What follows belongs to an exercise in optimizing a design on an open flow for small area; a production flow would make more cautious choices.
Function was checked by simulation only, so behaviour that the tests miss may differ from the original.
No driver is modelled on the clock port, so clocking that relies on it looks cheaper here than on a real chip.
Power and IR drop assume default switching activity.

==> inputs of build 26 <==
// rtlfa32_4
module rtlfa32_4(s, cout, a, b, cin, clk);
	input [31:0] a, b;
	input cin, clk;
	output cout;
	output [31:0] s;
	wire [31:0] bs;           
	wire [32:1] k;            
	wire [6:0] bc;            
	assign bs[0] = a[0] ^ b[0] ^ cin;
	assign k[1] = ~((~a[0] & ~b[0]) | (~cin & ~a[0]) | (~b[0] & ~cin));
	assign bs[1] = a[1] ^ b[1] ^ k[1];
	assign k[2] = ~((~a[1] & ~b[1]) | (~k[1] & ~a[1]) | (~b[1] & ~k[1]));
	assign bs[2] = a[2] ^ b[2] ^ k[2];
	assign k[3] = ~((~a[2] & ~b[2]) | (~k[2] & ~a[2]) | (~b[2] & ~k[2]));
	assign bs[3] = a[3] ^ b[3] ^ k[3];
	assign k[4] = ~((~a[3] & ~b[3]) | (~k[3] & ~a[3]) | (~b[3] & ~k[3]));
	assign bc[0] = k[4];
	assign bs[4] = a[4] ^ b[4];
	assign k[5] = a[4] & b[4];
	assign bs[5] = a[5] ^ b[5] ^ k[5];
	assign k[6] = ~((~a[5] & ~b[5]) | (~k[5] & ~a[5]) | (~b[5] & ~k[5]));
	assign bs[6] = a[6] ^ b[6] ^ k[6];
	assign k[7] = ~((~a[6] & ~b[6]) | (~k[6] & ~a[6]) | (~b[6] & ~k[6]));
	assign bs[7] = a[7] ^ b[7] ^ k[7];
	assign k[8] = ~((~a[7] & ~b[7]) | (~k[7] & ~a[7]) | (~b[7] & ~k[7]));
	assign bc[1] = k[8];
	assign bs[8] = a[8] ^ b[8];
	assign k[9] = a[8] & b[8];
	assign bs[9] = a[9] ^ b[9] ^ k[9];
	assign k[10] = ~((~a[9] & ~b[9]) | (~k[9] & ~a[9]) | (~b[9] & ~k[9]));
	assign bs[10] = a[10] ^ b[10] ^ k[10];
	assign k[11] = ~((~a[10] & ~b[10]) | (~k[10] & ~a[10]) | (~b[10] & ~k[10]));
	assign bs[11] = a[11] ^ b[11] ^ k[11];
	assign k[12] = ~((~a[11] & ~b[11]) | (~k[11] & ~a[11]) | (~b[11] & ~k[11]));
	assign bs[12] = a[12] ^ b[12] ^ k[12];
	assign k[13] = ~((~a[12] & ~b[12]) | (~k[12] & ~a[12]) | (~b[12] & ~k[12]));
	assign bc[2] = k[13];
	assign bs[13] = a[13] ^ b[13];
	assign k[14] = a[13] & b[13];
	assign bs[14] = a[14] ^ b[14] ^ k[14];
	assign k[15] = ~((~a[14] & ~b[14]) | (~k[14] & ~a[14]) | (~b[14] & ~k[14]));
	assign bs[15] = a[15] ^ b[15] ^ k[15];
	assign k[16] = ~((~a[15] & ~b[15]) | (~k[15] & ~a[15]) | (~b[15] & ~k[15]));
	assign bs[16] = a[16] ^ b[16] ^ k[16];
	assign k[17] = ~((~a[16] & ~b[16]) | (~k[16] & ~a[16]) | (~b[16] & ~k[16]));
	assign bs[17] = a[17] ^ b[17] ^ k[17];
	assign k[18] = ~((~a[17] & ~b[17]) | (~k[17] & ~a[17]) | (~b[17] & ~k[17]));
	assign bc[3] = k[18];
  ...
export LEC_CHECK = 0
export ABC_AREA = 0
export CAP_MARGIN = 20
export CORE_MARGIN = 2
export CORE_UTILIZATION = 40
export SLEW_MARGIN = 20
create_clock -name core_clock -period 2.0 [get_ports {clk}]
standard.sh (not shown) runs the stock make flow with config.mk's settings and CLKGATE_MAP_FILE= SYNTH_SCRIPT=/design/flow/synth_recipe.tcl, a recipe that flattens the netlist after the stock synthesis.
==> flow/flow/run.sh <==
#!/bin/bash
# Standard ORFS layout, except:
# - the port buffers are the smallest buffer (sky130_fd_sc_hd__buf_1);
# - clock tree synthesis clusters more flip-flops per leaf buffer and adds
#   no dummy loads;
# - the floorplan step does not size gates for timing (with ideal clocks);
#   timing is repaired after clock tree synthesis.
set -euo pipefail
bash standard.sh finish \
  REMOVE_ABC_BUFFERS=1 \
  "BUFFER_PORTS_ARGS=-buffer_cell sky130_fd_sc_hd__buf_1" \
  "CTS_ARGS=-sink_clustering_enable -repair_clock_nets -buf_list sky130_fd_sc_hd__clkbuf_8 -sink_clustering_size 20 -sink_clustering_max_diameter 60 -dont_use_dummy_load" \
  > standard.log 2>&1
==> build 13: changes against build 26 <==
--- a/flow/flow/run.sh
+++ b/flow/flow/run.sh
@@ -9,5 +9,5 @@
 bash standard.sh finish \
   REMOVE_ABC_BUFFERS=1 \
   "BUFFER_PORTS_ARGS=-buffer_cell sky130_fd_sc_hd__buf_1" \
-  "CTS_ARGS=-sink_clustering_enable -repair_clock_nets -buf_list sky130_fd_sc_hd__clkbuf_8 -sink_clustering_size 20 -sink_clustering_max_diameter 60 -dont_use_dummy_load" \
+  "CTS_ARGS=-sink_clustering_enable -repair_clock_nets -buf_list sky130_fd_sc_hd__clkbuf_8 -sink_clustering_size 25 -sink_clustering_max_diameter 35 -dont_use_dummy_load" \
   > standard.log 2>&1
--- a/flow/config.mk
+++ b/flow/config.mk
@@ -5,8 +5,8 @@
 export SDC_FILE = /design/flow/constraint.sdc
 export NUM_CORES = 4
 export LEC_CHECK = 0
-export ABC_AREA = 0
+export ABC_AREA = 1
 export CAP_MARGIN = 20
 export CORE_MARGIN = 2
-export CORE_UTILIZATION = 40
+export CORE_UTILIZATION = 60
 export SLEW_MARGIN = 20
==> comparison table <==
| item | build 26 | build 13 |
|---|---|---|
| Worst slew pin tran | 280.1 ps | 217.3 ps |
| Startpoint type of the worst setup path | register | input pin |
| Met1 Routed Length | 3.496 mm | 2.955 mm |
| Worst reg2reg startpoint | ps[7] | pc[0] |
| Crit path buffers/inverters | 0 | 1 |
| Result of the run | failed layout checks | timing/DRC/antenna clean |
| Reasons for failing layout checks | negative setup slack | - |
| Number of fill cells in the layout | 1437 | 722 |
| Pre-antenna DRT Iters | 2 | 4 |
| Share of the synthesized area in the top cell type | 0.8330 | 0.8320 |
| WL/cell | 10.61 µm | 10.66 µm |
| Reg power frac | 0.712 | 0.679 |
| Number of DRC markers in iteration 0 | 96 | 87 |
| Hold slack final | 110.7 ps | 98.92 ps |
| Switching power share of the total | 0.2105 | 0.2039 |
| Share of synthesized cell area in full adder, half adder and majority cells | 0.1342 | 0.1341 |
| Final weighted congestion in routability-driven placement | 0.7932 | 0.6903 |
| Worst Reg-to-Reg Cells | 9 | 13 |
| Buffers inserted during post-CTS setup optimization | 1 | 0 |
| Endpoint of the worst-slack reg-to-reg timing path | r1[27] | r1[30] |
| Clock transition at the register clock pins on the worst setup and hold paths after CTS | 110 ps | 60 ps |
| Clock buffers | 17 | 29 |
| Gate count of the mapped netlist | 354 | 363 |
| Die span in y | 131.4 µm | 108.1 µm |
| Net load switching power | 2.062 mW | 2.091 mW |

## afterwards: timing with drivers on the ports
No port has a modelled driver above. Below, the same layouts with a new extraction and two added sets of constraints. Step 1 assumes that a clkbuf_16 drives the clock port and a buf_2 every other input. Step 2 adds t to the input delays and takes it off the output delays; t is the mean of the earliest and latest rising clock arrival at the registers after step 1. Input paths then give back, and output paths get back, about the clock's delay inside the block. Slacks: ideal ports / drivers / drivers and shift; pairs: ideal ports / drivers.
run | t, ns | setup slack, ns | worst setup path after step 2 | cell pins on the clock port's net
build 26 | 0.514 | -0.075 / -0.075 / -0.416 | input to register | 1
build 13 | 0.528 | 0.105 / 0.113 / -0.413 | input to register | 1
With both steps, setup timing fails in build 13, where it was met with ideal ports. For build 13, which loses most, drivers alone change the setup slack by +0.008 ns; drivers and shift together by -0.518 ns.
